Optimization exercise on an open flow, not production practice. RTL: at most simulated, not proved equivalent. Power: default activity.

==> design/flow/design.v <==
module core (
    input wire clk,rst,
    output wire [31:0] imem_addr,
    input  wire [31:0] imem_rdata,
    output wire [31:0] dmem_addr,
    output wire [31:0] dmem_wdata,
    output wire [3:0]  dmem_wmask,
    output wire        dmem_we,
    input  wire [31:0] dmem_rdata,
    output wire rvfi_o_valid_0,
    output wire [31:0] rvfi_o_insn_0,
    output wire [4:0] rvfi_o_rd_addr_0,
    output wire [31:0] rvfi_o_rd_wdata_0, rvfi_o_pc_rdata_0,
    output wire [31:0] rvfi_o_pc_wdata_0,rvfi_o_mem_addr_0,
    output wire [3:0] rvfi_o_mem_wmask_0,
    output wire [31:0] rvfi_o_mem_wdata_0
);
    reg rst_r;
    always @(posedge clk) rst_r <= rst;
    reg  [31:0] pc;
    reg         d_valid;
    reg  [31:0] d_insn, d_pc, d_pc4;
    reg         d_bhit;
    reg  [31:0] d_btgt;
    reg  [31:0] d_rs1_raw, d_rs2_raw;  
    reg  [31:0] d_rs1_oh, d_rs2_oh;    
    reg  [7:0]  bt_v;
    reg  [6:0]  bt_tag [0:7];
    reg  [29:0] bt_tgt [0:7];
    reg         x_valid, x_kill, x_wen, x_load, x_store, x_ctl, x_jalr_slow, x_jalr, x_jal, x_is_pre;
    reg         x_beq, x_bne, x_blt, x_bge, x_bltu, x_bgeu, x_isbr, x_bpt, x_bok;
    reg  [4:0]  x_rd;
    reg  [31:0] x_insn, x_pc, x_pc4, x_a, x_bv, x_rs2v, x_pre, x_tgt, x_btgt;
    reg  [31:0] x_ca, x_cb;        
    reg  [31:0] x_sa;              
    reg  [4:0]  x_shl, x_shr;
    reg         x_op_add, x_op_sub, x_op_slt, x_op_sltu, x_op_xor, x_op_or, x_op_and;
    reg         x_op_sll, x_op_srl, x_op_sra;
    reg  [1:0]  x_size;
    reg         m_valid, m_wen, m_load, m_store, m_jalr, m_to_tgt, m_ctl;
    reg  [4:0]  m_rd;
    reg  [31:0] m_result, m_addr, m_wdata, m_insn, m_pc, m_pc4, m_tgt, m_jtgt;
    reg  [3:0]  m_wmask;
    reg  [3:0]  m_bsel;            
    reg         m_hsel0, m_hsel1;  
    reg         m_word, m_sb, m_sh;
    reg         w_valid, w_wen;
    reg  [4:0]  w_rd, w_rd_tr;
    reg  [31:1] w_we;
    reg  [31:0] w_result, w_rdata_tr, w_insn, w_pc, w_npc, w_maddr, w_mwdata;
    reg  [3:0]  w_mwmask;
    reg  [31:0] rf [1:31];
    reg  [31:1] rf_v;              
    wire [4:0] d_opc = d_insn[6:2];
    wire [4:0] d_rs1 = d_insn[19:15];
    wire [4:0] d_rs2 = d_insn[24:20];
    wire [4:0] d_rd  = d_insn[11:7];
    wire [2:0] d_f3  = d_insn[14:12];
    wire d_lui   = d_opc == 5'b01101;
    wire d_auipc = d_opc == 5'b00101;
    wire d_jal   = d_opc == 5'b11011;
    wire d_jalr  = d_opc == 5'b11001;
    wire d_br    = d_opc == 5'b11000;
    wire d_load  = d_opc == 5'b00000;
    wire d_store = d_opc == 5'b01000;
    wire d_opimm = d_opc == 5'b00100;
    wire d_op    = d_opc == 5'b01100;
    wire d_use1 = d_jalr | d_br | d_load | d_store | d_opimm | d_op;
    wire d_use2 = d_br | d_store | d_op;
    wire d_wen  = (d_lui | d_auipc | d_jal | d_jalr | d_load | d_opimm | d_op) & (d_rd != 5'd0);
    wire [31:0] d_imm_i = {{20{d_insn[31]}}, d_insn[31:20]};
    wire [31:0] d_imm_s = {{20{d_insn[31]}}, d_insn[31:25], d_insn[11:7]};
    wire [31:0] d_imm_b = {{20{d_insn[31]}}, d_insn[7], d_insn[30:25], d_insn[11:8], 1'b0};
    wire [31:0] d_imm_u = {d_insn[31:12], 12'b0};
    wire [31:0] d_imm_j = {{12{d_insn[31]}}, d_insn[19:12], d_insn[20], d_insn[30:21], 1'b0};
    wire [31:0] d_tj = d_pc + d_imm_j;
    wire [31:0] d_tb = d_pc + d_imm_b;
    wire [31:0] d_tu = d_pc + d_imm_u;
    wire [31:0] d_pcimm = ({32{d_jal}} & d_tj) | ({32{!d_jal}} & d_tb);
    wire [31:0] d_pre   = d_lui ? d_imm_u : d_auipc ? d_tu : d_pc4;
    wire x_wen_e  = x_wen && !x_kill;
    wire x_load_e = x_load && !x_kill;
    wire d_x1 = x_wen_e && x_rd == d_rs1;
    wire d_x2 = x_wen_e && x_rd == d_rs2;
    wire d_m1 = m_wen && m_rd == d_rs1;
    wire d_m2 = m_wen && m_rd == d_rs2;
    wire d_w1 = w_wen && w_rd == d_rs1;
    wire d_w2 = w_wen && w_rd == d_rs2;
    wire [31:0] m_res2;
    reg  [31:0] d_rf1, d_rf2;
    integer k;
    always @(*) begin
        d_rf1 = 32'b0;
        d_rf2 = 32'b0;
        for (k = 1; k < 32; k = k + 1) begin
            d_rf1 = d_rf1 | ({32{d_rs1_oh[k]}} & rf[k]);
            d_rf2 = d_rf2 | ({32{d_rs2_oh[k]}} & rf[k]);
        end
    end
    wire [31:0] d_rs1e = d_w1 ? w_result : d_rf1;
    wire [31:0] d_rs2e = d_w2 ? w_result : d_rf2;
    wire stall = d_valid && x_load_e && ((d_use1 && d_x1) || (d_use2 && d_x2));
    wire d_jb_x = d_x1 && x_is_pre;
    wire d_jb_m = !d_x1 && d_m1 && !m_load;
    wire d_jb_z = d_rs1 == 5'd0;
    wire d_jalr_fast = d_jalr && (d_jb_x || d_jb_m || d_jb_z);
    wire [31:0] d_js_x = x_pre + d_imm_i;
    wire [31:0] d_js_m = m_result + d_imm_i;
    wire [31:0] d_jsum = ({32{d_jb_x}} & d_js_x) | ({32{d_jb_m}} & d_js_m)
                       | ({32{!d_jb_x && !d_jb_m}} & d_imm_i);
    wire [31:0] d_jtgt = {d_jsum[31:1], 1'b0};
    wire d_pred = d_br && d_insn[31];
    wire d_static = d_jal || d_pred || d_jalr_fast;
    wire d_bok = d_bhit && (d_jal || d_br);
    wire d_redirect = d_valid && !d_bok && (d_static || d_bhit);
    wire [31:0] d_rtgt = ({32{!d_static}} & d_pc4) | ({32{d_static && d_jalr}} & d_jtgt)
                       | ({32{d_static && !d_jalr}} & d_pcimm);
    wire d_alu = d_opimm | d_op;
    wire d_sub = d_op && d_insn[30] && d_f3 == 3'b000;
    wire d_op_add  = (d_alu && d_f3 == 3'b000 && !d_sub) | d_load | d_store;
    wire d_op_sll  = d_alu && d_f3 == 3'b001;
    wire d_op_slt  = d_alu && d_f3 == 3'b010;
    wire d_op_sltu = d_alu && d_f3 == 3'b011;
    wire d_op_xor  = d_alu && d_f3 == 3'b100;
    wire d_op_srl  = d_alu && d_f3 == 3'b101 && !d_insn[30];
    wire d_op_sra  = d_alu && d_f3 == 3'b101 && d_insn[30];
    wire d_op_or   = d_alu && d_f3 == 3'b110;
    wire d_op_and  = d_alu && d_f3 == 3'b111;
    wire d_bimm = !(d_op | d_br);
    wire [31:0] d_bearly = !d_bimm ? d_rs2e : d_store ? d_imm_s : d_imm_i;
    wire [31:0] x_sum  = x_a + x_bv;
    wire [31:0] x_diff = x_a - x_bv;
    wire x_slt  = $signed(x_a) < $signed(x_bv);
    wire x_sltu = x_a < x_bv;
    wire [31:0] x_sll = x_sa << x_shl;
    wire [31:0] x_srl = x_sa >> x_shr;
    wire [31:0] x_sra = $signed(x_sa) >>> x_shr;
    wire [31:0] x_alu = ({32{x_op_add}}  & x_sum)
                      | ({32{x_op_sub}}  & x_diff)
                      | ({32{x_op_slt}}  & {31'b0, x_slt})
                      | ({32{x_op_sltu}} & {31'b0, x_sltu})
                      | ({32{x_op_xor}}  & (x_a ^ x_bv))
                      | ({32{x_op_or}}   & (x_a | x_bv))
                      | ({32{x_op_and}}  & (x_a & x_bv))
                      | ({32{x_op_sll}}  & x_sll)
                      | ({32{x_op_srl}}  & x_srl)
                      | ({32{x_op_sra}}  & x_sra)
                      | ({32{x_is_pre}}  & x_pre);
    wire x_eq  = x_ca == x_cb;
    wire x_lt  = $signed(x_ca) < $signed(x_cb);
    wire x_ltu = x_ca < x_cb;
    wire x_taken = (x_beq & x_eq) | (x_bne & !x_eq) | (x_blt & x_lt) | (x_bge & !x_lt)
                 | (x_bltu & x_ltu) | (x_bgeu & !x_ltu);
    wire x_mis   = !x_kill && x_isbr && (x_taken != x_bpt);
    wire [31:0] x_alt = x_bpt ? x_pc4 : x_tgt;
    wire x_js    = !x_kill && x_jalr_slow;
    wire x_bad   = !x_kill && x_bok && (x_btgt[31:2] != x_tgt[31:2]);
    wire x_to_tgt = x_jal || x_taken;
    wire [31:0] x_jtgt = {x_sum[31:1], 1'b0};
    wire x_redirect = x_mis || x_js || x_bad;
    wire [1:0] x_off = x_sum[1:0];
    wire [3:0] x_lanes = (x_size == 2'b00) ? 4'b0001 : (x_size == 2'b01) ? 4'b0011 : 4'b1111;
    wire [3:0] x_wmask = (x_store && !x_kill) ? (x_lanes << x_off) : 4'b0;
    wire [31:0] x_wdata = (x_size == 2'b00) ? {4{x_rs2v[7:0]}} :
                          (x_size == 2'b01) ? {2{x_rs2v[15:0]}} : x_rs2v;
    wire [3:0] x_bsel = (x_size == 2'b10) ? 4'b0001 :
                        (x_size == 2'b01) ? (x_off[1] ? 4'b0100 : 4'b0001) :
                                            (4'b0001 << x_off);
    wire [7:0] m_b = ({8{m_bsel[0]}} & dmem_rdata[7:0])  | ({8{m_bsel[1]}} & dmem_rdata[15:8])
                   | ({8{m_bsel[2]}} & dmem_rdata[23:16]) | ({8{m_bsel[3]}} & dmem_rdata[31:24]);
    wire [7:0] m_h = ({8{m_hsel0}} & dmem_rdata[15:8]) | ({8{m_hsel1}} & dmem_rdata[31:24]);
    wire m_fill = (m_sb & m_b[7]) | (m_sh & m_h[7]);
    wire [31:0] m_ld = {m_word ? dmem_rdata[31:16] : {16{m_fill}},
                        (m_hsel0 | m_hsel1) ? m_h : {8{m_fill}},
                        m_b};
    assign m_res2 = m_load ? m_ld : m_result;
    wire [31:0] m_npc = m_jalr ? m_jtgt : m_to_tgt ? m_tgt : m_pc4;
    assign dmem_addr  = m_addr;
    assign dmem_we    = m_store;
    assign dmem_wmask = m_wmask;
    assign dmem_wdata = m_wdata;
    wire [31:0] f_pc4  = pc + 32'd4;
    wire [2:0]  f_idx  = pc[4:2];
    wire        f_hit  = bt_v[f_idx] && bt_tag[f_idx] == pc[11:5];
    wire [31:0] f_btgt = {bt_tgt[f_idx], 2'b00};
    wire [31:0] f_next = stall ? pc : d_redirect ? d_rtgt : f_hit ? f_btgt : f_pc4;
    wire [31:0] f_next2 = x_js ? x_jtgt : x_bad ? x_tgt : f_next;
    always @(posedge clk) begin
        if (rst_r) pc <= 32'b0;
        else pc <= x_mis ? x_alt : f_next2;
        begin : rsdec
            reg [31:0] n1, n2;
            n1 = stall ? d_rs1_raw : (32'b1 << imem_rdata[19:15]);
            n2 = stall ? d_rs2_raw : (32'b1 << imem_rdata[24:20]);
            d_rs1_raw <= n1;
            d_rs2_raw <= n2;
            d_rs1_oh  <= rst_r ? 32'b0 : n1 & {rf_v | w_we, 1'b0};
            d_rs2_oh  <= rst_r ? 32'b0 : n2 & {rf_v | w_we, 1'b0};
        end
        if (rst_r || x_redirect || (d_redirect && !stall)) d_valid <= 1'b0;
        else if (!stall) d_valid <= 1'b1;
        if (!stall) begin
            d_insn <= imem_rdata;
            d_pc   <= pc;
            d_pc4  <= f_pc4;
            d_bhit <= f_hit;
            d_btgt <= f_btgt;
        end
        begin : idex
            reg go;
            go = !rst_r && !stall && d_valid;
            x_valid     <= go;
            x_kill      <= x_redirect;
            x_wen       <= go && d_wen;
            x_load      <= go && d_load;
            x_store     <= go && d_store;
            x_ctl       <= go && (d_jal || d_br);
            x_jalr_slow <= go && d_jalr && !d_jalr_fast;
            x_isbr      <= go && d_br;
            x_beq       <= go && d_br && d_f3 == 3'b000;
            x_bne       <= go && d_br && d_f3 == 3'b001;
            x_blt       <= go && d_br && d_f3 == 3'b100;
            x_bge       <= go && d_br && d_f3 == 3'b101;
            x_bltu      <= go && d_br && d_f3 == 3'b110;
            x_bgeu      <= go && d_br && d_f3 == 3'b111;
            x_bok       <= go && d_bok;
        end
        x_btgt   <= d_btgt;
        x_bpt    <= d_bok || d_pred;
        x_jalr   <= d_jalr;
        x_jal    <= d_jal;
        x_is_pre <= d_lui | d_auipc | d_jal | d_jalr;
        x_rd     <= d_rd;
        x_insn   <= d_insn;
        x_pc     <= d_pc;
        x_pc4    <= d_pc4;
        x_a      <= d_x1 ? x_alu : d_m1 ? m_res2 : d_rs1e;
        x_rs2v   <= d_x2 ? x_alu : d_m2 ? m_res2 : d_rs2e;
        if (d_op_sll || d_op_srl || d_op_sra)
            x_sa <= d_x1 ? x_alu : d_m1 ? m_res2 : d_rs1e;
        if (d_op_sll)
            x_shl <= (d_bimm || !d_x2) ? ((d_bimm || !d_m2) ? d_bearly[4:0] : m_res2[4:0]) : x_alu[4:0];
        if (d_op_srl || d_op_sra)
            x_shr <= (d_bimm || !d_x2) ? ((d_bimm || !d_m2) ? d_bearly[4:0] : m_res2[4:0]) : x_alu[4:0];
        if (d_br) begin
            x_ca <= d_x1 ? x_alu : d_m1 ? m_res2 : d_rs1e;
            x_cb <= d_x2 ? x_alu : d_m2 ? m_res2 : d_rs2e;
        end
        x_bv     <= (d_bimm || !d_x2) ? ((d_bimm || !d_m2) ? d_bearly : m_res2) : x_alu;
        x_pre    <= d_pre;
        x_tgt    <= ({32{d_jalr}} & d_jtgt) | ({32{!d_jalr}} & d_pcimm);
        x_op_add <= d_op_add;
        x_op_sub <= d_sub;
        x_op_sll <= d_op_sll;
        x_op_slt <= d_op_slt;
        x_op_sltu <= d_op_sltu;
        x_op_xor <= d_op_xor;
        x_op_srl <= d_op_srl;
        x_op_sra <= d_op_sra;
        x_op_or  <= d_op_or;
        x_op_and <= d_op_and;
        x_size   <= d_f3[1:0];
        m_valid  <= !rst_r && x_valid && !x_kill;
        m_wen    <= !rst_r && x_wen_e;
        m_load   <= !rst_r && x_load_e;
        m_store  <= !rst_r && x_store && !x_kill;
        m_rd     <= x_rd;
        m_result <= x_alu;
        m_addr   <= x_sum;
        m_wdata  <= x_wdata;
        m_wmask  <= x_wmask;
        m_insn   <= x_insn;
        m_pc     <= x_pc;
        m_pc4    <= x_pc4;
        m_tgt    <= x_tgt;
        m_jtgt   <= x_jtgt;
        m_jalr   <= x_jalr;
        m_to_tgt <= x_to_tgt;
        m_ctl    <= !rst_r && x_ctl && !x_kill;
        m_bsel   <= x_bsel;
        m_hsel0  <= x_size == 2'b10 || (x_size == 2'b01 && !x_off[1]);
        m_hsel1  <= x_size == 2'b01 && x_off[1];
        m_word   <= x_size == 2'b10;
        m_sb     <= x_size == 2'b00 && !x_insn[14];
        m_sh     <= x_size == 2'b01 && !x_insn[14];
        w_valid    <= !rst_r && m_valid;
        w_wen      <= !rst_r && m_wen;
        w_we       <= (!rst_r && m_wen) ? (31'b1 << (m_rd - 5'd1)) : 31'b0;
        w_rd       <= m_rd;
        w_rd_tr    <= m_wen ? m_rd : 5'd0;
        w_result   <= m_res2;
        w_rdata_tr <= m_wen ? m_res2 : 32'b0;
        w_insn     <= m_insn;
        w_pc       <= m_pc;
        w_npc      <= m_npc;
        w_maddr    <= (m_load || m_store) ? m_addr : 32'b0;
        w_mwmask   <= m_wmask;
        w_mwdata   <= m_store ? m_wdata : 32'b0;
    end
    always @(posedge clk) begin
        if (rst_r) bt_v <= 8'b0;
        else if (m_ctl) begin
            bt_v[m_pc[4:2]] <= m_to_tgt;
            bt_tag[m_pc[4:2]] <= m_pc[11:5];
            bt_tgt[m_pc[4:2]] <= m_tgt[31:2];
        end
    end
    always @(posedge clk) begin
        if (rst_r) rf_v <= 31'b0;
        else rf_v <= rf_v | w_we;
    end
    genvar r;
    generate
        for (r = 1; r < 32; r = r + 1) begin : regs
            always @(posedge clk) begin
                if (w_we[r]) rf[r] <= w_result;
            end
        end
    endgenerate
    assign imem_addr = pc;
    assign rvfi_o_valid_0     = w_valid;
    assign rvfi_o_insn_0      = w_insn;
    assign rvfi_o_pc_rdata_0  = w_pc;
    assign rvfi_o_pc_wdata_0  = w_npc;
    assign rvfi_o_rd_addr_0   = w_rd_tr;
    assign rvfi_o_rd_wdata_0  = w_rdata_tr;
    assign rvfi_o_mem_addr_0  = w_maddr;
    assign rvfi_o_mem_wmask_0 = w_mwmask;
    assign rvfi_o_mem_wdata_0 = w_mwdata;
endmodule
==> design/flow/flow/run.sh <==
#!/bin/bash
# Own flow: the standard layout (standard.sh: unchanged SDC and synthesis) with
#  - port buffers of a real drive strength (buffer_ports picks a delay cell otherwise);
#  - sizing not limited to cells of the same footprint;
#  - one site of padding around cells in placement, for routability.
set -uo pipefail
bash standard.sh SETUP_SLACK_MARGIN=6.8 TNS_END_PERCENT=30 ABC_CLOCK_PERIOD_IN_PS=2500 \
    MATCH_CELL_FOOTPRINT=0 "BUFFER_PORTS_ARGS=-buffer_cell sky130_fd_sc_hd__buf_8" \
    CELL_PAD_IN_SITES_GLOBAL_PLACEMENT=1 CELL_PAD_IN_SITES_DETAIL_PLACEMENT=1 \
    finish > make_finish.log 2>&1
rc=$?
cp -r orfs/logs flow_logs 2>/dev/null || true
cp -r orfs/reports flow_reports 2>/dev/null || true
exit $rc
==> design/flow/standard.sh <==
#!/bin/bash
# synth_recipe.tcl (not shown) runs the flow's synth.tcl, then flattens the netlist and writes it again
# the make line also repeats each setting of config.mk as NAME=value (left out here)
make -C /OpenROAD-flow-scripts/flow DESIGN_CONFIG=/design/flow/config.mk WORK_HOME=/design/flow/orfs CLKGATE_MAP_FILE= SYNTH_SCRIPT=/design/flow/synth_recipe.tcl "${@:-finish}"
==> design/flow/config.mk <==
export PLATFORM = sky130hd
export DESIGN_NAME = core
export DESIGN_NICKNAME = core
export VERILOG_FILES = /design/flow/design.v
export SDC_FILE = /design/flow/constraint.sdc
export NUM_CORES = 4
export LEC_CHECK = 0
export CAP_MARGIN = 20
export CORE_MARGIN = 2
export CORE_UTILIZATION = 40
export SLEW_MARGIN = 20
==> design/flow/constraint.sdc <==
create_clock -name core_clock -period 10.0 [get_ports {clk}]
set_input_delay 2.0000 -clock core_clock [delete_from_list [all_inputs] [get_ports {clk}]]
set_output_delay 2.0000 -clock core_clock [all_outputs]
set_load 0.01 [all_outputs]
==> qor.txt, run 1 <==
run status = no timing/DRC/antenna violations
Hold Vio Cnt, Final = 0
Die Area = 0.2726 mm^2
layout cells sized above 1 = 27.33%
Clock power frac = 45.0%
switching share of power = 24.12%
RSZ-0062 raised after global routing = yes
Root Driver = clkbuf_16
worst hold path type = register to register
CTS Buf Count = 285
core footprint = 0.2674 mm^2
drt first pass iters = 10
pwr/cell area = 172.1 mW/mm^2
GRT Total Usage = 39.49%
Biggest register = rf
WS Path Type = register to register
first-pass GRT wire length = 744.4 mm
VDD IR max = 0.2001 mV
Routed WL = 559.7 mm
Avg Inst Size Synth = 12.42 um^2
vias in the first global route = 87140
Synth warnings = 2
syn nets = 8966
combinational power share = 6.4%
Min Clock Period, post-route = 3819 ps
DRT antenna net count = 0
max-slew violation count = 0
reg2reg setup slack = 6180 ps
post-synthesis instance area = 0.1074 mm^2
DR vias/cell = 6.750
# setup viols final = 0
die height = 522.1 um
Port Buffers = 368
slew margin rel. = 17.58%
detailed-routing wirelength on met1 = 208.4 mm
R2R Path End = x_cb[30]
DIE WIDTH = 522.1 um
Reg2Reg Depth = 10
Tcrit/Tclk final = 38.19%
Ports = 369
Post-DP HPWL = 352.0 mm
worst skew pair latency = 940 ps
CP startpoint = d_rs2_oh[20]
largest net degree at the start of global routing = 67
Nets = 9798
PnR worst setup slack = 6181 ps
worst hold start = m_pc4[0]
CTS sink count = 2540
Setup WS pre-CTS = 4969 ps
Internal Power = 0.01795 W
1st-iter DRT viols = 13740
FFs w/ async S/R, synth = 0%
Seq pwr share = 48.6%
worst path required time = 10580 ps
Most used DFF post-synth = edfxtp_1
max reg flops = 992
crit end category = register
CTS Buffer Depth = 4
routed wl met2 = 243.4 mm
Layout area overhead = 28.04%
DR WL/cell = 42.12 um
Initial Util = 40.14%
H-tree Lvls = 5
Worst R2R Start = d_rs2_oh[20]
crit-path max FO = 32
Psw = 0.005706 W
initial antenna violation count = 49
CP startpoint kind = register
FF+latch count, synth = 2540
Worst Hold End = w_pc[0]
grt total ovfl = 0
# rows = 190
setup TNS = 0 ps
Leak = 49.93 nW
WL met3 = 62.05 mm
Cell variety after synth = 111
Highest Signal Layer = met5
CP Data Arrival Time = 4400 ps
TritonCTS clock tree = yes
total power draw = 0.02365 W
Seq/Total Area, Yosys = 61.52%
Fmax = 0.2619 GHz
EDFF count, synth = 1519
via count = 89700
hold_buf cts = 0
max-cap violation count = 0
Worst Max-Slew Pin Slew = 1236 ps
Hold Path Cell Cnt = 0
cell count after synthesis = 8644
GPL Wtd Cong = 0.9738
drt drc = 0
Clock transition at path regs = 60 ps
Setup Skew = 88.38 ps
## per-layer routing
layer,global-route usage (%),vias up
li1,-,35240
met1,50.37,45890
met2,59.47,6626
met3,9.933,1901
met4,26.07,40
met5,0,-
## power by group through the flow
stage / registers, W / clock network [W] / logic, W
after floorplan: 0.0116 / 0 / 0.000582
after global placement: 0.0117 / 0 / 0.00113
after detailed placement: 0.0117 / 0 / 0.00114
after CTS: 0.0115 / 0.0107 / 0.00137
after global routing: 0.0115 / 0.0111 / 0.00156
final: 0.0115 / 0.0106 / 0.00151
## what timing repair did
| item | 4_1_cts | 5_1_grt |
|---|---|---|
| gates resized for setup | 976 | 424 |
| pin swaps | 265 | 227 |
| buffers inserted | 274 | 187 |
| setup endpoints to repair | 906 | 656 |
| gates cloned | 25 | 3 |
## cells by family after synthesis
kind of cell | synth area share [%]
flip-flops | 61.52
AO/OA/AOI/OAI | 16.97
AND/OR/NAND/NOR | 8.836
buffers and inverters | 2.869
multiplexers | 4.857
adder cells (fa/ha/maj) | 3.032
XOR/XNOR | 1.917
## Yosys cell counts (18+ instances only)
library cell	instances	share of area (%)
a221oi_1	378	3.1
a221o_1	27	0.25
a222oi_1	66	0.62
clkbuf_1	429	1.5
o211ai_1	58	0.41
and2_1	148	0.86
o21ai_0	406	1.9
nor2b_1	79	0.46
or3_1	23	0.13
dfxtp_1	1021	19
o22ai_1	55	0.32
nand2_1	640	2.2
nand3_1	147	0.69
buf_2	42	0.20
xor2_1	106	0.86
nor3_1	125	0.58
edfxtp_1	1519	42
a211o_1	18	0.15
ha_1	249	2.9
a22oi_1	299	2.1
a21o_1	91	0.64
xnor2_1	129	1.1
a211oi_1	99	0.69
nand4_1	159	0.93
inv_1	246	0.86
mux2_2	66	0.69
buf_1	59	0.21
a31oi_1	61	0.36
mux4_2	119	2.5
a21oi_1	322	1.5
o21a_1	32	0.22
o221ai_1	29	0.24
o21bai_1	30	0.21
and3_1	70	0.41
o31ai_1	24	0.17
a22o_1	323	2.6
nand2b_1	43	0.25
mux2i_1	179	1.7
nor2_1	440	1.5
nor4_1	28	0.16
## metrics by stage
| stage | hold WS (ps) | cell area, um^2 | cells | utilization [%] |
|---|---|---|---|---|
| floorplan | 309.6 | 107400 | 8644 | - |
| global placement | 310.6 | 117400 | 12250 | 43.90 |
| detailed placement | 313.2 | 117500 | 12250 | 43.92 |
| CTS | 312.6 | 134000 | 13070 | 50.11 |
| global route | 305.3 | 137400 | 13270 | 51.38 |
| finish | 312.9 | 137500 | 13290 | 51.40 |
## critical path, stage by stage (launching register included)
cell	delay (ps)
dfxtp_4	330
buf_4	440
a22o_1	360
a221oi_1	240
nand4_1	140
nor3_2	720
nand2_1	360
o21ai_0	160
nor2_1	70
a211oi_2	560
a21oi_4	50
## placed cells by master, fill, tap and decap left out, types with 75 or more instances in the layout
master / Yosys / layout
a21o_1: 91 / 85
a21oi_1: 322 / 231
a221oi_1: 378 / 348
a22o_1: 323 / 322
a22oi_1: 299 / 296
and2_1: 148 / 143
buf_4: 7 / 553
buf_6: 3 / 75
buf_8: 0 / 379
clkbuf_16: 0 / 324
dfxtp_1: 1021 / 846
dfxtp_2: 0 / 82
dfxtp_4: 0 / 93
edfxtp_1: 1519 / 1519
ha_1: 249 / 156
ha_4: 0 / 75
inv_1: 246 / 221
mux2i_1: 179 / 156
mux4_2: 119 / 119
nand2_1: 640 / 614
nand3_1: 147 / 134
nand4_1: 159 / 159
nor2_1: 440 / 395
nor3_1: 125 / 81
o21ai_0: 406 / 289
xnor2_1: 129 / 93
xor2_1: 106 / 93
## worst max path at each step
| stage | endpoint | slack [ps] | cells past startpoint |
|---|---|---|---|
| 6_report | x_cb[30] | 6180 | 10 |
| 5_1_grt | x_shl[0] | 6140 | 16 |
| 4_1_cts | dmem_addr[12] | 6270 | 1 |
| 3_5_place_dp | x_bv[8] | 4970 | 11 |
| 3_3_place_gp | x_bv[8] | 4770 | 13 |
| 2_1_floorplan | pc[14] | 5880 | 11 |
## area by class of cell
class / instances / area, um^2
Antenna cell: 24 / 60.06
Clock buffer: 377 / 8069
Clock inverter: 147 / 1254
Fill cell: 26490 / 130000
Inverter: 252 / 1015
Multi-Input combinational cell: 5314 / 43790
Sequential cell: 2540 / 66510
Tap cell: 3552 / 4444
Timing Repair Buffer: 1083 / 12330
Testbench counts, summed over its fixed seeds: cycles 40,599.
==> run 2, diff against run 1 <==
--- a/design/flow/design.v
+++ b/design/flow/design.v
@@ -25,7 +25,7 @@
     reg  [31:0] d_rs1_raw, d_rs2_raw;  
     reg  [31:0] d_rs1_oh, d_rs2_oh;    
-    reg  [7:0]  bt_v;
-    reg  [6:0]  bt_tag [0:7];
-    reg  [29:0] bt_tgt [0:7];
+    reg  [15:0] bt_v;
+    reg  [5:0]  bt_tag [0:15];
+    reg  [29:0] bt_tgt [0:15];
     reg         x_valid, x_kill, x_wen, x_load, x_store, x_ctl, x_jalr_slow, x_jalr, x_jal, x_is_pre;
     reg         x_beq, x_bne, x_blt, x_bge, x_bltu, x_bgeu, x_isbr, x_bpt, x_bok;
@@ -181,6 +181,6 @@
     assign dmem_wdata = m_wdata;
     wire [31:0] f_pc4  = pc + 32'd4;
-    wire [2:0]  f_idx  = pc[4:2];
-    wire        f_hit  = bt_v[f_idx] && bt_tag[f_idx] == pc[11:5];
+    wire [3:0]  f_idx  = pc[5:2];
+    wire        f_hit  = bt_v[f_idx] && bt_tag[f_idx] == pc[11:6];
     wire [31:0] f_btgt = {bt_tgt[f_idx], 2'b00};
     wire [31:0] f_next = stall ? pc : d_redirect ? d_rtgt : f_hit ? f_btgt : f_pc4;
@@ -299,9 +299,9 @@
     end
     always @(posedge clk) begin
-        if (rst_r) bt_v <= 8'b0;
+        if (rst_r) bt_v <= 16'b0;
         else if (m_ctl) begin
-            bt_v[m_pc[4:2]] <= m_to_tgt;
-            bt_tag[m_pc[4:2]] <= m_pc[11:5];
-            bt_tgt[m_pc[4:2]] <= m_tgt[31:2];
+            bt_v[m_pc[5:2]] <= m_to_tgt;
+            bt_tag[m_pc[5:2]] <= m_pc[11:6];
+            bt_tgt[m_pc[5:2]] <= m_tgt[31:2];
         end
     end
==> run 2 against run 1 <==
Compared with the run above:
- global-route usage shrank 3.0 points
- cell area grew 8.8%
- clock power grew about 10%
- critical path depth is the same
- clock-buffer cell count grew 32
- register-to-register slack lost 200 ps
- via count grew 4.6%
- sequential cell count grew 289
- clock skew shrank 12 ps
- first-iteration DRC count grew 4.8%
- die area grew 9.8%
- hold slack gained 8.6 ps
==> qor.txt, run 2 <==
run status = no timing/DRC/antenna violations
pwr/cell area = 174.7 mW/mm^2 (+1.5%)
via count = 93820 (+4.6%)
setup TNS = 0 ps (unchanged)
first-pass GRT wire length = 765.4 mm (+2.8%)
post-synthesis instance area = 0.1179 mm^2 (+9.8%)
worst skew pair latency = 970 ps (+30 ps)
Tcrit/Tclk final = 40.18% (+2.0 points)
FFs w/ async S/R, synth = 0% (unchanged)
drt drc = 0 (unchanged)
DIE WIDTH = 547.0 um (+4.8%)
reg2reg setup slack = 5980 ps (-200 ps)
Worst Max-Slew Pin Slew = 1241 ps (+4.668 ps)
Port Buffers = 368 (unchanged)
crit-path max cell delay = 1020 ps (+300 ps)
Yosys top cell area share = 45.81% (+3.3 points)
vias in the first global route = 91960 (+5.5%)
1st-iter DRT viols = 14400 (+4.8%)
Biggest register = rf
crit end category = register
Fmax = 0.2489 GHz (-5.0%)
# rows = 199 (+4.7%)
drt first pass iters = 10 (unchanged)
max reg flops = 992 (unchanged)
WS Path Type = register to register
Root Driver = clkbuf_16
initial antenna violation count = 54 (+10%)
CTS Buffer Depth = 4 (unchanged)
core footprint = 0.2936 mm^2 (+9.8%)
CTS Buf Count = 306 (+7.4%)
Synth warnings = 2 (unchanged)
slew margin rel. = 16.77% (-0.81 points)
worst path cell trace = buf_4, buf_4, a222oi_1, nand4_1, nor3_1, a211oi_1, a21oi_1, mux2i_4, nand2_2, o21ai_4
Layout area overhead = 26.84%
die height = 547.0 um (+4.8%)
H-tree Lvls = 5 (unchanged)
CP Data Arrival Time = 4720 ps (+320 ps)
CP dominant cell by count = buf_4
Clock transition at path regs = 60 ps (about the same)
DR vias/cell = 6.652 (-1.4%)
Leak = 53.45 nW (+7.1%)
grt total ovfl = 0 (unchanged)
CP startpoint kind = register
crit-path max FO = 19 (-41%)
GRT Total Usage = 36.53% (-3.0 points)
syn nets = 9389 (+4.7%)
most frequent cells in the layout = 1799 x edfxtp_1, 860 x dfxtp_1, 589 x nand2_1
TritonCTS clock tree = yes
GPL Wtd Cong = 0.9484 (-2.6%)
Setup Skew = 76.33 ps (-12.05 ps)
max-cap violation count = 0 (unchanged)
Reg2Reg Depth = 10 (unchanged)
CTS sink count = 2829 (+11%)
largest cells by area after synthesis = edfxtp_1 46%, dfxtp_1 17%, mux4_2 4.1%
Initial Util = 40.17% (about the same)
Yosys top cell by area = edfxtp_1
top-count cell post-synth = edfxtp_1
most frequent cells after synthesis = 1799 x edfxtp_1, 1030 x dfxtp_1, 625 x nand2_1
FF+latch count, synth = 2829 (+11%)
worst hold path type = register to register
Hold Path Cell Cnt = 0 (unchanged)
commonest non-fill, non-tap cell in the layout = edfxtp_1
CP endpoint = x_shl[0]
max-slew violation count = 0 (unchanged)
DRT antenna net count = 0 (unchanged)
Hold Vio Cnt, Final = 0 (unchanged)
Die Area = 0.2992 mm^2 (+9.8%)
worst path required time = 10700 ps (+120 ps)
Slowest cell on crit path = a211oi_1
fillers = 28580 (+7.9%)
Routed WL = 569.9 mm (+1.8%)
Post-DP HPWL = 353.1 mm (+0.31%)
PnR worst setup slack = 5982 ps (-199.0 ps)
Seq/Total Area, Yosys = 63.29% (+1.8 points)
layout cells sized above 1 = 26.68% (-0.65 points)
WHS = 321.5 ps (+8.623 ps)
R2R Path End = x_shl[0]
Setup WS pre-CTS = 4683 ps (-286.3 ps)
Min Clock Period, post-route = 4018 ps (+199.0 ps)
DR WL/cell = 40.41 um (-4.1%)
cell count after synthesis = 9064 (+4.9%)
VDD IR max = 0.1557 mV (-22%)
# setup viols final = 0 (unchanged)
largest net degree at the start of global routing = 108 (+61%)
RSZ-0062 raised after global routing = yes
Most used DFF post-synth = edfxtp_1
Worst R2R Start = d_rs2_oh[12]
CP startpoint = d_rs2_oh[12]
Avg Inst Size Synth = 13.01 um^2 (+4.8%)
Nets = 10230 (+4.4%)
Ports = 369 (unchanged)
Cell variety after synth = 91 (-18%)
EDFF count, synth = 1799 (+18%)
==> run 2: layout make-up <==
class	count	area (um^2)	share of cell area, %
diodes	21	52.55	0.03513
clock buffers	409	8536	5.706
clock inverters	160	1648	1.102
inverters	252	975.9	0.6524
multi-input cells	5424	45770	30.60
flip-flops and latches	2829	75100	50.21
well taps	3919	4903	3.278
repair buffers	1090	12600	8.423
==> run 2: repair_timing <==
item                                    4_1_cts  5_1_grt
gates cloned                                 21        6
endpoints found under the hold margin         0        0
pin swaps                                   229      214
setup buffers                               260      181
resized for setup                           934      440
hold buffers                                  0        0
endpoints found under the setup margin      957      807
==> run 2: kinds of logic after synthesis <==
family	count (synthesis)	share of synthesized area, %
and+or+nand+nor	2004	8.147
DFF	2829	63.29
xor gates and xnor gates	245	1.820
muxes	430	5.968
AOI/OAI and AO/OA	2485	15.36
adders and majority gates	259	2.792
buffers and inverters	812	2.622
==> run 2: stage by stage <==
stage	std cells	cell area (um^2)	power [W]	utilization [%]
after detailed placement	13050	128800	0.01437	43.89
after global routing	14090	149500	0.02673	50.94
after CTS	13900	146000	0.02609	49.75
after global placement	13040	128800	0.01434	43.87
final	14100	149600	0.02613	50.96
after floorplan	9064	118000	0.01368	-
==> run 2: critical path: cells and delay by family (launching register included) <==
| kind | cells | cell delay (ps) |
|---|---|---|
| muxes | 1 | 260 |
| DFF | 1 | 450 |
| buffers and inverters | 2 | 1020 |
| and+or+nand+nor | 3 | 300 |
| AOI/OAI and AO/OA | 4 | 1650 |
==> run 2: worst min path at each step <==
stage	slack [ps]	to	start
3_3_place_gp	310	w_pc[26]	m_pc[26]
4_1_cts	300	m_insn[15]	x_insn[15]
3_5_place_dp	310	w_insn[22]	m_insn[22]
6_report	320	m_insn[15]	x_insn[15]
5_1_grt	320	m_insn[15]	x_insn[15]
2_1_floorplan	310	m_insn[0]	x_insn[0]
==> run 2: per-layer routing <==
metal,share of wire (%),track usage (%)
met1,38,47.01
met2,44,56.48
met4,7.1,20.68
met3,11,8.786
met5,0.033,0
==> run 2: where the power goes <==
part           internal, W  switching, W  total [W]
Clock              0.00667       0.00500     0.0117
Sequential          0.0126      0.000297     0.0129
Combinational     0.000670      0.000911    0.00158
Testbench counts of run 2, summed over its fixed seeds: cycles 40,325.
==> run 3, diff against run 2 <==
--- a/design/flow/design.v
+++ b/design/flow/design.v
@@ -112,5 +112,5 @@
     wire d_pred = d_br && d_insn[31];
     wire d_static = d_jal || d_pred || d_jalr_fast;
-    wire d_bok = d_bhit && (d_jal || d_br);
+    wire d_bok = d_bhit && (d_jal || d_br || d_jalr_fast);
     wire d_redirect = d_valid && !d_bok && (d_static || d_bhit);
     wire [31:0] d_rtgt = ({32{!d_static}} & d_pc4) | ({32{d_static && d_jalr}} & d_jtgt)
@@ -156,5 +156,5 @@
     wire x_js    = !x_kill && x_jalr_slow;
     wire x_bad   = !x_kill && x_bok && (x_btgt[31:2] != x_tgt[31:2]);
-    wire x_to_tgt = x_jal || x_taken;
+    wire x_to_tgt = x_jal || x_jalr || x_taken;
     wire [31:0] x_jtgt = {x_sum[31:1], 1'b0};
     wire x_redirect = x_mis || x_js || x_bad;
@@ -215,5 +215,5 @@
             x_load      <= go && d_load;
             x_store     <= go && d_store;
-            x_ctl       <= go && (d_jal || d_br);
+            x_ctl       <= go && (d_jal || d_br || d_jalr_fast);
             x_jalr_slow <= go && d_jalr && !d_jalr_fast;
             x_isbr      <= go && d_br;
==> run 3 against run 2 <==
Compared with the run above:
- hold slack got worse by 13 ps
- largest cell class unchanged
- die area up 0.22%
- area after synthesis up 0.22%
- combinational power grew 12%
- still clean on timing, DRC and antenna
==> qor.txt, run 3 <==
run status = no timing/DRC/antenna violations
# setup viols final = 0 (unchanged)
Yosys top cell by area = edfxtp_1
core footprint = 0.2941 mm^2 (+0.17%)
Avg Inst Size Synth = 13.00 um^2 (about the same)
drt drc = 0 (unchanged)
cell count after synthesis = 9090 (+0.29%)
CTS Buf Count = 311 (+1.6%)
Leak = 52.93 nW (-0.97%)
post-synthesis instance area = 0.1182 mm^2 (+0.22%)
DR vias/cell = 6.696 (+0.66%)
Die Area = 0.2998 mm^2 (+0.22%)
FFs w/ async S/R, synth = 0% (unchanged)
hold_buf cts = 0 (unchanged)
crit-path max FO = 5 (-14)
worst path cell trace = ha_4, nand4_1, nor4_2, or4b_4, nor3_4, mux2_4, o21bai_4, o211a_4, or2_4, buf_4, nor2_4, inv_2, o221ai_2, a21oi_1
worst hold path type = register to register
Seq/Total Area, Yosys = 63.16% (-0.14 points)
fin area = 0.1488 mm^2 (-0.54%)
most frequent cells after synthesis = 1799 x edfxtp_1, 1030 x dfxtp_1, 628 x nand2_1
drt first pass iters = 10 (unchanged)
crit end category = register
slew margin rel. = 16.06% (-0.72 points)
Most used DFF post-synth = edfxtp_1
vias in the first global route = 91940 (-0.014%)
Ports = 369 (unchanged)
CTS sink count = 2829 (unchanged)
Biggest register = rf
max-cap violation count = 0 (unchanged)
WS Path Type = register to register
Setup Skew = 86.21 ps (+9.881 ps)
first-pass GRT wire length = 772.4 mm (+0.91%)
Yosys top cell area share = 45.71% (-0.099 points)
CTS Buffer Depth = 4 (unchanged)
Hold Vio Cnt, Final = 0 (unchanged)
setup TNS = 0 ps (unchanged)
Nets = 10170 (-0.55%)
GPL Wtd Cong = 0.9614 (+1.4%)
syn nets = 9415 (+0.28%)
Post-DP Area = 0.1290 mm^2 (+0.12%)
commonest non-fill, non-tap cell in the layout = edfxtp_1
largest net degree at the start of global routing = 85 (-21%)
max reg flops = 992 (unchanged)
initial antenna violation count = 50 (-7.4%)
worst path required time = 10790 ps (+90 ps)
# rows = 199 (unchanged)
VDD IR max = 0.1824 mV (+17%)
Root Driver = clkbuf_16
pwr/cell area = 180.0 mW/mm^2 (+3.1%)
CP startpoint kind = register
via count = 94090 (+0.28%)
Fmax = 0.2496 GHz (+0.29%)
die height = 547.6 um (+0.11%)
grt total ovfl = 0 (unchanged)
worst skew pair latency = 970 ps (about the same)
GRT Total Usage = 36.96% (+0.43 points)
DIE WIDTH = 547.6 um (+0.11%)
RSZ-0062 raised after global routing = yes
largest cells by area after synthesis = edfxtp_1 46%, dfxtp_1 17%, mux4_2 4.0%
Routed WL = 575.4 mm (+0.96%)
Layout area overhead = 25.89%
Clock transition at path regs = 60 ps (about the same)
Post-DP HPWL = 353.3 mm (about the same)
EDFF count, synth = 1799 (unchanged)
CP Buf/Inv Count = 2 (unchanged)
Initial Util = 40.19% (about the same)
top-count cell post-synth = edfxtp_1
Port Buffers = 368 (unchanged)
Synth warnings = 2 (unchanged)
1st-iter DRT viols = 14670 (+1.9%)
max-slew violation count = 0 (unchanged)
FF+latch count, synth = 2829 (unchanged)
Min Clock Period, post-route = 4006 ps (-11.72 ps)
Slowest cell on crit path = edfxtp_1
H-tree Lvls = 5 (unchanged)
layout cells sized above 1 = 25.76% (-0.93 points)
most frequent cells in the layout = 1799 x edfxtp_1, 845 x dfxtp_1, 601 x nand2_1
Tcrit/Tclk final = 40.06% (-0.12 points)
TritonCTS clock tree = yes
CP Data Arrival Time = 4800 ps (+80 ps)
Worst Max-Slew Pin Slew = 1259 ps (+18.25 ps)
Cell variety after synth = 88 (-3.3%)
Crit path max-delay family = simple AND/OR/NAND/NOR gates
crit-path max cell delay = 540 ps (-480 ps)
DR WL/cell = 40.94 um (+1.3%)
DRT antenna net count = 0 (unchanged)
final core utilization = 50.60% (-0.36 points)
[run 3: stage by stage]
step           power, W  cells  hold WS (ps)  setup slack, ps
2_1_floorplan   0.01386   9090         309.6             5736
3_3_place_gp    0.01464  13040         310.5             4669
3_5_place_dp    0.01467  13040         313.2             4820
4_1_cts         0.02674  13860         297.4             6057
5_1_grt         0.02738  14030         315.7             5936
6_report        0.02678  14050         308.0             5994
[run 3: kinds of logic (layout without fill, tap and decap cells)]
logic type                 count (synthesis)  count (layout)  synth area share (%)
and+or+nand+nor                         1995            1999                 8.110
DFF                                     2829            2829                 63.16
adders and majority gates                259             259                 2.786
buffers and inverters                    800            1816                 2.616
xor gates and xnor gates                 228             228                 1.701
other                                      0              23                     0
muxes                                    452             452                 6.083
AOI/OAI and AO/OA                       2527            2527                 15.55
[run 3: report_power, final]
group / internal [W] / switching, W
sequential: 0.0126 / 0.000355
clock: 0.00693 / 0.00509
combinational: 0.000737 / 0.00103
total: 0.0203 / 0.00648
[run 3: worst paths after layout]
path	from	endpoint	slack, ps	depth (start not counted)
worst max-delay path	x_ca[17]	pc[0]	5990	14
worst min-delay path	x_pc[30]	m_pc[30]	310	0
worst max register to register	x_ca[17]	pc[0]	5990	14
worst min register to register	x_pc[30]	m_pc[30]	310	0
[run 3: area by class of cell]
| class | instances | area [um^2] |
|---|---|---|
| Inverter | 246 | 965.9 |
| Clock buffer | 396 | 8523 |
| Tap cell | 3919 | 4903 |
| Fill cell | 28750 | 145300 |
| Antenna cell | 23 | 57.56 |
| Timing Repair Buffer | 994 | 11710 |
| Clock inverter | 180 | 2049 |
| Multi-Input combinational cell | 5465 | 45450 |
| Sequential cell | 2829 | 75130 |
[run 3: worst reg2reg max path: stages (launching register included)]
cell	delay [ps]
edfxtp_1	540
ha_4	350
nand4_1	130
nor4_2	310
or4b_4	540
nor3_4	250
mux2_4	330
o21bai_4	230
o211a_4	290
or2_4	310
buf_4	170
nor2_4	100
inv_2	80
o221ai_2	180
a21oi_1	90
[run 3: layer usage]
metal	global-route usage [%]	vias to the layer above	wire (um)
li1	-	37100	-
met1	48.14	48380	219800
met2	56.29	6658	253900
met3	7.967	1926	58560
met4	22.97	34	42820
met5	0	-	251
[run 3: repair_timing]
item | CTS | global route
endpoints found under the setup margin | 1017 | 983
cloned | 18 | 7
pin swaps | 220 | 169
setup buffers | 226 | 159
resized for setup | 771 | 484
Testbench counts of run 3, summed over its fixed seeds: cycles 39,914.
==> run 4, diff against run 3 <==
--- a/design/flow/design.v
+++ b/design/flow/design.v
@@ -34,5 +34,5 @@
     reg  [31:0] x_ca, x_cb;        
     reg  [31:0] x_sa;              
-    reg  [4:0]  x_shl, x_shr;
+    reg  [4:0]  x_shl, x_shr;      
     reg         x_op_add, x_op_sub, x_op_slt, x_op_sltu, x_op_xor, x_op_or, x_op_and;
     reg         x_op_sll, x_op_srl, x_op_sra;
@@ -44,5 +44,6 @@
     reg  [3:0]  m_bsel;            
     reg         m_hsel0, m_hsel1;  
-    reg         m_word, m_sb, m_sh;
+    reg         m_word, m_fill_b;
+    reg  [3:0]  m_ssel;            
     reg         w_valid, w_wen;
     reg  [4:0]  w_rd, w_rd_tr;
@@ -85,7 +86,9 @@
     wire d_m1 = m_wen && m_rd == d_rs1;
     wire d_m2 = m_wen && m_rd == d_rs2;
+    wire d_m1l = d_m1 && m_load;
+    wire d_m2l = d_m2 && m_load;
     wire d_w1 = w_wen && w_rd == d_rs1;
     wire d_w2 = w_wen && w_rd == d_rs2;
-    wire [31:0] m_res2;
+    wire [31:0] m_ld;
     reg  [31:0] d_rf1, d_rf2;
     integer k;
@@ -98,6 +101,4 @@
         end
     end
-    wire [31:0] d_rs1e = d_w1 ? w_result : d_rf1;
-    wire [31:0] d_rs2e = d_w2 ? w_result : d_rf2;
     wire stall = d_valid && x_load_e && ((d_use1 && d_x1) || (d_use2 && d_x2));
     wire d_jb_x = d_x1 && x_is_pre;
@@ -112,5 +113,5 @@
     wire d_pred = d_br && d_insn[31];
     wire d_static = d_jal || d_pred || d_jalr_fast;
-    wire d_bok = d_bhit && (d_jal || d_br || d_jalr_fast);
+    wire d_bok = d_bhit && (d_jal || d_br);
     wire d_redirect = d_valid && !d_bok && (d_static || d_bhit);
     wire [31:0] d_rtgt = ({32{!d_static}} & d_pc4) | ({32{d_static && d_jalr}} & d_jtgt)
@@ -128,5 +129,22 @@
     wire d_op_and  = d_alu && d_f3 == 3'b111;
     wire d_bimm = !(d_op | d_br);
-    wire [31:0] d_bearly = !d_bimm ? d_rs2e : d_store ? d_imm_s : d_imm_i;
+    wire [31:0] d_immv = d_store ? d_imm_s : d_imm_i;
+    wire s1_x  = d_x1;
+    wire s1_ml = !d_x1 && d_m1l;
+    wire s1_ma = !d_x1 && d_m1 && !m_load;
+    wire s1_w  = !d_x1 && !d_m1 && d_w1;
+    wire s1_rf = !d_x1 && !d_m1 && !d_w1;
+    wire s2_x  = d_x2;
+    wire s2_ml = !d_x2 && d_m2l;
+    wire s2_ma = !d_x2 && d_m2 && !m_load;
+    wire s2_w  = !d_x2 && !d_m2 && d_w2;
+    wire s2_rf = !d_x2 && !d_m2 && !d_w2;
+    wire [31:0] d_v1 = ({32{s1_x}} & x_alu) | ({32{s1_ml}} & m_ld) | ({32{s1_ma}} & m_result)
+                     | ({32{s1_w}} & w_result) | ({32{s1_rf}} & d_rf1);
+    wire [31:0] d_v2 = ({32{s2_x}} & x_alu) | ({32{s2_ml}} & m_ld) | ({32{s2_ma}} & m_result)
+                     | ({32{s2_w}} & w_result) | ({32{s2_rf}} & d_rf2);
+    wire [31:0] d_vb = ({32{!d_bimm && s2_x}} & x_alu) | ({32{!d_bimm && s2_ml}} & m_ld)
+                     | ({32{!d_bimm && s2_ma}} & m_result) | ({32{!d_bimm && s2_w}} & w_result)
+                     | ({32{!d_bimm && s2_rf}} & d_rf2) | ({32{d_bimm}} & d_immv);
     wire [31:0] x_sum  = x_a + x_bv;
     wire [31:0] x_diff = x_a - x_bv;
@@ -134,6 +152,6 @@
     wire x_sltu = x_a < x_bv;
     wire [31:0] x_sll = x_sa << x_shl;
-    wire [31:0] x_srl = x_sa >> x_shr;
-    wire [31:0] x_sra = $signed(x_sa) >>> x_shr;
+    wire [32:0] x_srx33 = $signed({x_op_sra & x_sa[31], x_sa}) >>> x_shr;
+    wire [31:0] x_srx = x_srx33[31:0];
     wire [31:0] x_alu = ({32{x_op_add}}  & x_sum)
                       | ({32{x_op_sub}}  & x_diff)
@@ -144,6 +162,5 @@
                       | ({32{x_op_and}}  & (x_a & x_bv))
                       | ({32{x_op_sll}}  & x_sll)
-                      | ({32{x_op_srl}}  & x_srl)
-                      | ({32{x_op_sra}}  & x_sra)
+                      | ({32{x_op_srl | x_op_sra}} & x_srx)
                       | ({32{x_is_pre}}  & x_pre);
     wire x_eq  = x_ca == x_cb;
@@ -156,5 +173,5 @@
     wire x_js    = !x_kill && x_jalr_slow;
     wire x_bad   = !x_kill && x_bok && (x_btgt[31:2] != x_tgt[31:2]);
-    wire x_to_tgt = x_jal || x_jalr || x_taken;
+    wire x_to_tgt = x_jal || x_taken;
     wire [31:0] x_jtgt = {x_sum[31:1], 1'b0};
     wire x_redirect = x_mis || x_js || x_bad;
@@ -169,10 +186,9 @@
     wire [7:0] m_b = ({8{m_bsel[0]}} & dmem_rdata[7:0])  | ({8{m_bsel[1]}} & dmem_rdata[15:8])
                    | ({8{m_bsel[2]}} & dmem_rdata[23:16]) | ({8{m_bsel[3]}} & dmem_rdata[31:24]);
-    wire [7:0] m_h = ({8{m_hsel0}} & dmem_rdata[15:8]) | ({8{m_hsel1}} & dmem_rdata[31:24]);
-    wire m_fill = (m_sb & m_b[7]) | (m_sh & m_h[7]);
-    wire [31:0] m_ld = {m_word ? dmem_rdata[31:16] : {16{m_fill}},
-                        (m_hsel0 | m_hsel1) ? m_h : {8{m_fill}},
-                        m_b};
-    assign m_res2 = m_load ? m_ld : m_result;
+    wire m_fill = |(m_ssel & {dmem_rdata[31], dmem_rdata[23], dmem_rdata[15], dmem_rdata[7]});
+    wire [7:0] m_h = ({8{m_hsel0}} & dmem_rdata[15:8]) | ({8{m_hsel1}} & dmem_rdata[31:24])
+                   | ({8{m_fill_b}} & {8{m_fill}});
+    assign m_ld = {({16{m_word}} & dmem_rdata[31:16]) | ({16{!m_word}} & {16{m_fill}}), m_h, m_b};
+    wire [31:0] m_res2 = m_load ? m_ld : m_result;
     wire [31:0] m_npc = m_jalr ? m_jtgt : m_to_tgt ? m_tgt : m_pc4;
     assign dmem_addr  = m_addr;
@@ -215,5 +231,5 @@
             x_load      <= go && d_load;
             x_store     <= go && d_store;
-            x_ctl       <= go && (d_jal || d_br || d_jalr_fast);
+            x_ctl       <= go && (d_jal || d_br);
             x_jalr_slow <= go && d_jalr && !d_jalr_fast;
             x_isbr      <= go && d_br;
@@ -235,17 +251,19 @@
         x_pc     <= d_pc;
         x_pc4    <= d_pc4;
-        x_a      <= d_x1 ? x_alu : d_m1 ? m_res2 : d_rs1e;
-        x_rs2v   <= d_x2 ? x_alu : d_m2 ? m_res2 : d_rs2e;
+        x_a      <= d_v1;
+        x_rs2v   <= d_v2;
         if (d_op_sll || d_op_srl || d_op_sra)
-            x_sa <= d_x1 ? x_alu : d_m1 ? m_res2 : d_rs1e;
-        if (d_op_sll)
-            x_shl <= (d_bimm || !d_x2) ? ((d_bimm || !d_m2) ? d_bearly[4:0] : m_res2[4:0]) : x_alu[4:0];
-        if (d_op_srl || d_op_sra)
-            x_shr <= (d_bimm || !d_x2) ? ((d_bimm || !d_m2) ? d_bearly[4:0] : m_res2[4:0]) : x_alu[4:0];
+            x_sa <= d_v1;
+        begin : shamt
+            reg [4:0] a;
+            a = d_vb[4:0];
+            if (d_op_sll) x_shl <= a;
+            if (d_op_srl || d_op_sra) x_shr <= a;
+        end
         if (d_br) begin
-            x_ca <= d_x1 ? x_alu : d_m1 ? m_res2 : d_rs1e;
-            x_cb <= d_x2 ? x_alu : d_m2 ? m_res2 : d_rs2e;
+            x_ca <= d_v1;
+            x_cb <= d_v2;
         end
-        x_bv     <= (d_bimm || !d_x2) ? ((d_bimm || !d_m2) ? d_bearly : m_res2) : x_alu;
+        x_bv     <= d_vb;
         x_pre    <= d_pre;
         x_tgt    <= ({32{d_jalr}} & d_jtgt) | ({32{!d_jalr}} & d_pcimm);
@@ -282,6 +300,8 @@
         m_hsel1  <= x_size == 2'b01 && x_off[1];
         m_word   <= x_size == 2'b10;
-        m_sb     <= x_size == 2'b00 && !x_insn[14];
-        m_sh     <= x_size == 2'b01 && !x_insn[14];
+        m_fill_b <= x_size == 2'b00;
+        m_ssel   <= x_insn[14] ? 4'b0000 :
+                    (x_size == 2'b00) ? x_bsel :
+                    (x_size == 2'b01) ? (x_off[1] ? 4'b1000 : 4'b0010) : 4'b0000;
         w_valid    <= !rst_r && m_valid;
         w_wen      <= !rst_r && m_wen;
==> run 4 against run 3 <==
Compared with the run above:
- register-to-register slack gained 80 ps
- non-clock buffer count grew 83
- routed wire length grew 0.23%
- still clean on timing, DRC and antenna
- area after synthesis shrank 0.19%
- largest power group unchanged
- clock power is essentially flat
==> qor.txt, run 4 <==
Hold Vio Cnt, Final = 0 (unchanged)
max-slew violation count = 0 (unchanged)
Internal Power = 0.02010 W (-1.0%)
reg2reg setup slack = 6070 ps (+80 ps)
GRT Total Usage = 37.27% (+0.31 points)
commonest non-fill, non-tap cell in the layout = edfxtp_1
first-pass GRT wire length = 777.5 mm (+0.66%)
vias in the first global route = 92200 (+0.28%)
max reg flops = 992 (unchanged)
worst path cell trace = inv_4, ha_4, fa_2, o21bai_4, a21oi_4, o21ai_2, and4b_2, o311ai_4, buf_4, a211oi_4, nor2_2, o21a_1, a311o_2, o21a_4, a21o_4
CP Buf/Inv Count = 2 (unchanged)
cell count after synthesis = 8849 (-2.7%)
CTS sink count = 2832 (+0.11%)
fillers = 28480 (-0.93%)
Fmax = 0.2547 GHz (+2.0%)
Slowest cell on crit path = a311o_2
Biggest register = rf
CP startpoint = x_a[0]
Clock transition at path regs = 60 ps (about the same)
Initial Util = 40.18% (about the same)
GPL Wtd Cong = 0.9595 (-0.20%)
Yosys top cell by area = edfxtp_1
CP Data Arrival Time = 4540 ps (-260 ps)
Avg Inst Size Synth = 13.33 um^2 (+2.5%)
Seq pwr share = 48.8% (+0.3 points)
max-cap violation count = 0 (unchanged)
# rows = 199 (unchanged)
die height = 547.1 um (about the same)
Cell variety after synth = 102 (+16%)
worst skew pair latency = 950 ps (-20 ps)
Clock power frac = 44.7% (-0.2 points)
Crit path max-delay family = compound AO/OA/AOI/OAI gates
H-tree Lvls = 5 (unchanged)
DR vias/cell = 6.704 (+0.13%)
layout cells sized above 1 = 28.52% (+2.8 points)
PnR worst setup slack = 6074 ps (+80.07 ps)
DRT antenna net count = 0 (unchanged)
Port Buffers = 368 (unchanged)
DR WL/cell = 41.40 um (+1.1%)
FFs w/ async S/R, synth = 0% (unchanged)
CTS Buf Count = 315 (+1.3%)
Reg2Reg Depth = 15 (+1)
Crit path depth = 15 (+1)
run status = no timing/DRC/antenna violations
largest cells by area after synthesis = edfxtp_1 46%, dfxtp_1 18%, mux4_2 4.3%
post-synthesis instance area = 0.1180 mm^2 (-0.19%)
syn nets = 9171 (-2.6%)
CP endpoint = x_shr[0]
grt total ovfl = 0 (unchanged)
most frequent cells in the layout = 1799 x edfxtp_1, 849 x dfxtp_1, 517 x buf_4
Leak = 53.45 nW (+0.97%)
Worst Max-Slew Pin Slew = 1264 ps (+4.594 ps)
setup TNS = 0 ps (unchanged)
Min Clock Period, post-route = 3926 ps (-80.07 ps)
EDFF count, synth = 1799 (unchanged)
Die Area = 0.2993 mm^2 (-0.19%)
DIE WIDTH = 547.1 um (about the same)
Seq/Total Area, Yosys = 63.33% (+0.17 points)
via count = 93380 (-0.75%)
Yosys top cell area share = 45.80% (+0.086 points)
largest net degree at the start of global routing = 70 (-18%)
switching share of power = 24.12% (-0.067 points)
Worst R2R Start = x_a[0]
VDD IR max = 0.1886 mV (+3.4%)
Nets = 10040 (-1.3%)
Post-DP HPWL = 355.1 mm (+0.50%)
crit end category = register
Setup Skew = 73.93 ps (-12.29 ps)
core footprint = 0.2936 mm^2 (-0.17%)
FF+latch count, synth = 2832 (+0.11%)
WS Path Type = register to register
Most used DFF post-synth = edfxtp_1
worst path required time = 10610 ps (-180 ps)
worst hold path type = register to register
CTS Buffer Depth = 4 (unchanged)
R2R Path End = x_shr[0]
combinational power share = 6.5% (about the same)
1st-iter DRT viols = 14610 (-0.37%)
TritonCTS clock tree = yes
top-count cell post-synth = edfxtp_1
most frequent cells after synthesis = 1799 x edfxtp_1, 1033 x dfxtp_1, 492 x nand2_1, 492 x nor2_1, 392 x clkbuf_1
RSZ-0062 raised after global routing = yes
crit-path max FO = 3 (-2)
slew margin rel. = 15.75% (-0.31 points)
Tcrit/Tclk final = 39.26% (-0.80 points)
drt first pass iters = 7 (-3)
pwr/cell area = 177.1 mW/mm^2 (-1.6%)
Synth warnings = 2 (unchanged)
Post-DP Area = 0.1292 mm^2 (+0.13%)
CP startpoint kind = register
Setup WS pre-CTS = 4550 ps (-270.8 ps)
Root Driver = clkbuf_16
Psw = 0.006391 W (-1.4%)
final core utilization = 50.96% (+0.37 points)
Routed WL = 576.7 mm (+0.23%)
drt drc = 0 (unchanged)
fin area = 0.1496 mm^2 (+0.56%)
total power draw = 0.02649 W (-1.1%)
# setup viols final = 0 (unchanged)
crit-path max cell delay = 440 ps (-100 ps)
Ports = 369 (unchanged)
initial antenna violation count = 51 (+2.0%)
Layout area overhead = 26.83%
-- run 4: metal layers --
layer	routed length [um]	track usage [%]	share of wire (%)	vias to the layer above
met5	287	0.2532	0.050	-
met4	41820	22.40	7.3	28
met3	64040	9.697	11	1934
met2	253300	56.45	44	6770
met1	217300	47.94	38	48060
li1	-	-	-	36590
-- run 4: worst min-delay path by stage --
stage                       to  cells past startpoint  slack [ps]        from
floorplan            m_insn[0]                      0         310   x_insn[0]
global placement    m_insn[28]                      0         310  x_insn[28]
detailed placement  m_insn[22]                      0         310  x_insn[22]
CTS                 w_insn[12]                      0         310  m_insn[12]
global route        m_insn[25]                      0         320  x_insn[25]
finish              w_insn[12]                      0         310  m_insn[12]
-- run 4: power groups by stage --
stage | logic [W] | registers (W) | clock network [W]
final | 0.00172 | 0.0129 | 0.0118
after global routing | 0.00178 | 0.0129 | 0.0124
after CTS | 0.00163 | 0.0129 | 0.0119
after detailed placement | 0.00133 | 0.0132 | 0
after global placement | 0.00131 | 0.0132 | 0
after floorplan | 0.000743 | 0.0130 | 0
-- run 4: cell type report --
cell class,count,area (um^2),area share [%]
Clock inverter,163,1624,1.086
Clock buffer,422,8762,5.857
Inverter,216,838.3,0.5603
Tap cell,3919,4903,3.277
Sequential cell,2832,75190,50.26
Antenna cell,26,65.06,0.04349
Multi-Input combinational cell,5274,45850,30.65
Timing Repair Buffer,1077,12380,8.273
-- run 4: kinds of logic (layout without fill, tap and decap cells) --
kind of cell             count (synthesis)  after routing  share of synthesized area, %
AO/OA/AOI/OAI                         2356           2356                         14.91
adder cells (fa/ha/maj)                257            257                         2.768
flip-flops                            2832           2832                         63.33
AND/OR/NAND/NOR                       1906           1910                         7.879
buffers and inverters                  754           1878                         2.543
multiplexers                           508            515                         6.813
other                                    0             26                             0
XOR/XNOR                               236            236                         1.759
-- run 4: repair_timing --
item / 4_1_cts / 5_1_grt
pin swaps: 225 / 139
hold buffers: 0 / 0
setup buffers: 334 / 114
gates cloned: 26 / 1
resized for setup: 949 / 306
setup endpoints to repair: 878 / 661
-- run 4: per-stage QoR --
step | hold WS (ps) | cells
after detailed placement | 313.5 | 12840
after global placement | 310.6 | 12840
after floorplan | 309.6 | 8849
final | 305.3 | 13930
after global routing | 316.4 | 13910
after CTS | 305.9 | 13790
Testbench counts of run 4, summed over its fixed seeds: cycles 40,325.
==> run 5, diff against run 4 <==
--- a/design/flow/design.v
+++ b/design/flow/design.v
@@ -113,5 +113,5 @@
     wire d_pred = d_br && d_insn[31];
     wire d_static = d_jal || d_pred || d_jalr_fast;
-    wire d_bok = d_bhit && (d_jal || d_br);
+    wire d_bok = d_bhit && (d_jal || d_br || d_jalr_fast);
     wire d_redirect = d_valid && !d_bok && (d_static || d_bhit);
     wire [31:0] d_rtgt = ({32{!d_static}} & d_pc4) | ({32{d_static && d_jalr}} & d_jtgt)
@@ -173,5 +173,5 @@
     wire x_js    = !x_kill && x_jalr_slow;
     wire x_bad   = !x_kill && x_bok && (x_btgt[31:2] != x_tgt[31:2]);
-    wire x_to_tgt = x_jal || x_taken;
+    wire x_to_tgt = x_jal || x_jalr || x_taken;
     wire [31:0] x_jtgt = {x_sum[31:1], 1'b0};
     wire x_redirect = x_mis || x_js || x_bad;
@@ -231,5 +231,5 @@
             x_load      <= go && d_load;
             x_store     <= go && d_store;
-            x_ctl       <= go && (d_jal || d_br);
+            x_ctl       <= go && (d_jal || d_br || d_jalr_fast);
             x_jalr_slow <= go && d_jalr && !d_jalr_fast;
             x_isbr      <= go && d_br;
==> run 5 against run 4 <==
Compared with the run above:
- sequential power about the same
- first-iteration DRC count decreased by 1.5%
- sequential cell count unchanged
- register-to-register slack improved by 190 ps
- largest power group unchanged
==> qor.txt, run 5 <==
Seq pwr share = 48.9% (about the same)
TritonCTS clock tree = yes
switching share of power = 24.16% (+0.037 points)
post-synthesis instance area = 0.1182 mm^2 (+0.21%)
Cell variety after synth = 99 (-2.9%)
GPL Wtd Cong = 0.9623 (+0.29%)
FF+latch count, synth = 2832 (unchanged)
cell count after synthesis = 9007 (+1.8%)
Worst Max-Slew Pin Slew = 1182 ps (-82.18 ps)
core footprint = 0.2941 mm^2 (+0.17%)
Seq/Total Area, Yosys = 63.19% (-0.14 points)
pwr/cell area = 175.8 mW/mm^2 (-0.74%)
Psw = 0.006421 W (+0.46%)
Yosys top cell area share = 45.70% (-0.098 points)
Root Driver = clkbuf_16
largest cells by area after synthesis = edfxtp_1 46%, dfxtp_1 17%, mux4_2 4.1%
DRT antenna net count = 0 (unchanged)
Routed WL = 582.1 mm (+0.93%)
Avg Inst Size Synth = 13.13 um^2 (-1.5%)
drt first pass iters = 10 (+3)
CTS sink count = 2832 (unchanged)
layout cells sized above 1 = 28.62% (+0.11 points)
max reg flops = 992 (unchanged)
CP Data Arrival Time = 4590 ps (+50 ps)
crit end category = register
DR vias/cell = 6.708 (about the same)
VDD IR max = 0.1986 mV (+5.3%)
setup TNS = 0 ps (unchanged)
GRT Total Usage = 37.15% (-0.12 points)
syn nets = 9329 (+1.7%)
most frequent cells after synthesis = 1799 x edfxtp_1, 1033 x dfxtp_1, 499 x nand2_1
FFs w/ async S/R, synth = 0% (unchanged)
Yosys top cell by area = edfxtp_1
drt drc = 0 (unchanged)
hold_buf cts = 0 (unchanged)
CTS Buf Count = 312 (-0.95%)
Min Clock Period, post-route = 3733 ps (-193.5 ps)
run status = no timing/DRC/antenna violations
first-pass GRT wire length = 776.3 mm (-0.15%)
max-cap violation count = 0 (unchanged)
RSZ-0062 raised after global routing = yes
Clock transition at path regs = 60 ps (about the same)
Tcrit/Tclk final = 37.33% (-1.9 points)
Synth warnings = 2 (unchanged)
worst path required time = 10860 ps (+250 ps)
worst skew pair latency = 960 ps (about the same)
Port Buffers = 368 (unchanged)
commonest non-fill, non-tap cell in the layout = edfxtp_1
WHS = 290.2 ps (-15.03 ps)
Die Area = 0.2999 mm^2 (+0.21%)
# setup viols final = 0 (unchanged)
1st-iter DRT viols = 14390 (-1.5%)
Initial Util = 40.20% (about the same)
slew margin rel. = 21.23% (+5.5 points)
Most used DFF post-synth = edfxtp_1
most frequent cells in the layout = 1799 x edfxtp_1, 822 x dfxtp_1, 558 x buf_4
vias in the first global route = 91560 (-0.70%)
Layout area overhead = 27.89%
Setup Skew = 77.92 ps (+3.994 ps)
DR WL/cell = 41.32 um (-0.19%)
Nets = 10220 (+1.8%)
WS Path Type = register to register
Clock power frac = 44.4% (-0.3 points)
initial antenna violation count = 41 (-20%)
worst hold path type = register to register
fillers = 28460 (-0.074%)
combinational power share = 6.7% (+0.2 points)
grt total ovfl = 0 (unchanged)
Ports = 369 (unchanged)
H-tree Lvls = 5 (unchanged)
# rows = 199 (unchanged)
[run 5: cell families after synthesis]
family,synth area share [%]
flops,63.19
compound gates,15.39
simple gates,7.806
buf+inv,2.642
mux,6.451
fa+ha+maj,2.762
xor+xnor,1.760
[run 5: final timing paths]
path / startpoint / to / slack (ps) / cells after the start
setup / recovery: x_ca[23] / pc[7] / 6270 / 12
hold reg to reg: x_pc[23] / m_pc[23] / 290 / 0
setup reg to reg: x_ca[23] / pc[7] / 6270 / 12
hold / removal: x_pc[23] / m_pc[23] / 290 / 0
[run 5: layer usage]
| metal | track usage [%] | vias up | part of all wire [%] |
|---|---|---|---|
| met2 | 56.88 | 6652 | 44 |
| met3 | 7.790 | 1935 | 10 |
| met4 | 22.32 | 12 | 7.5 |
| met1 | 48.57 | 48780 | 38 |
| met5 | 0 | - | 0.014 |
| li1 | - | 37100 | - |
[run 5: critical path: stages (launching register included)]
cell and delay, ps:
edfxtp_1 410, ha_4 300, nand4_1 130, or4_4 640, nor4_4 450, mux2i_2 380
nand3_4 180, mux2i_4 230, buf_6 140, buf_12 140, buf_4 150, a2111oi_0 320
a32o_1 200
[run 5: power by group through the flow]
stage	registers (W)	logic [W]	clock network, W
3_5_place_dp	0.0133	0.00136	0
5_1_grt	0.0130	0.00185	0.0123
2_1_floorplan	0.0131	0.000756	0
6_report	0.0130	0.00179	0.0118
4_1_cts	0.0130	0.00160	0.0119
3_3_place_gp	0.0132	0.00135	0
[run 5: stage by stage]
stage               utilization (%)  total power [W]  cell area, um^2  instances  setup WS, ps
floorplan                         -          0.01383           118300       9007          5086
global placement              43.84          0.01460           128900      12970          4410
detailed placement            43.85          0.01463           129000      12980          4319
CTS                           49.53          0.02647           145700      13790          6233
global route                  51.40          0.02717           151100      14070          6142
finish                        51.42          0.02657           151200      14090          6267
[run 5: layout make-up]
class	count	area, um^2	share of cell area, %
flip-flops and latches	2832	75230	49.76
clock buffers	427	8821	5.834
diodes	21	52.55	0.03476
clock inverters	139	1524	1.008
multi-input cells	5367	46590	30.82
well taps	3919	4903	3.243
repair buffers	1138	13110	8.668
inverters	242	960.9	0.6356
[run 5: what timing repair did]
action | in CTS | in global routing
buffers inserted | 214 | 269
setup endpoints to repair | 897 | 818
pin swaps | 203 | 294
cloned | 29 | 9
resized for setup | 832 | 719
Testbench counts of run 5, summed over its fixed seeds: cycles 39,914.
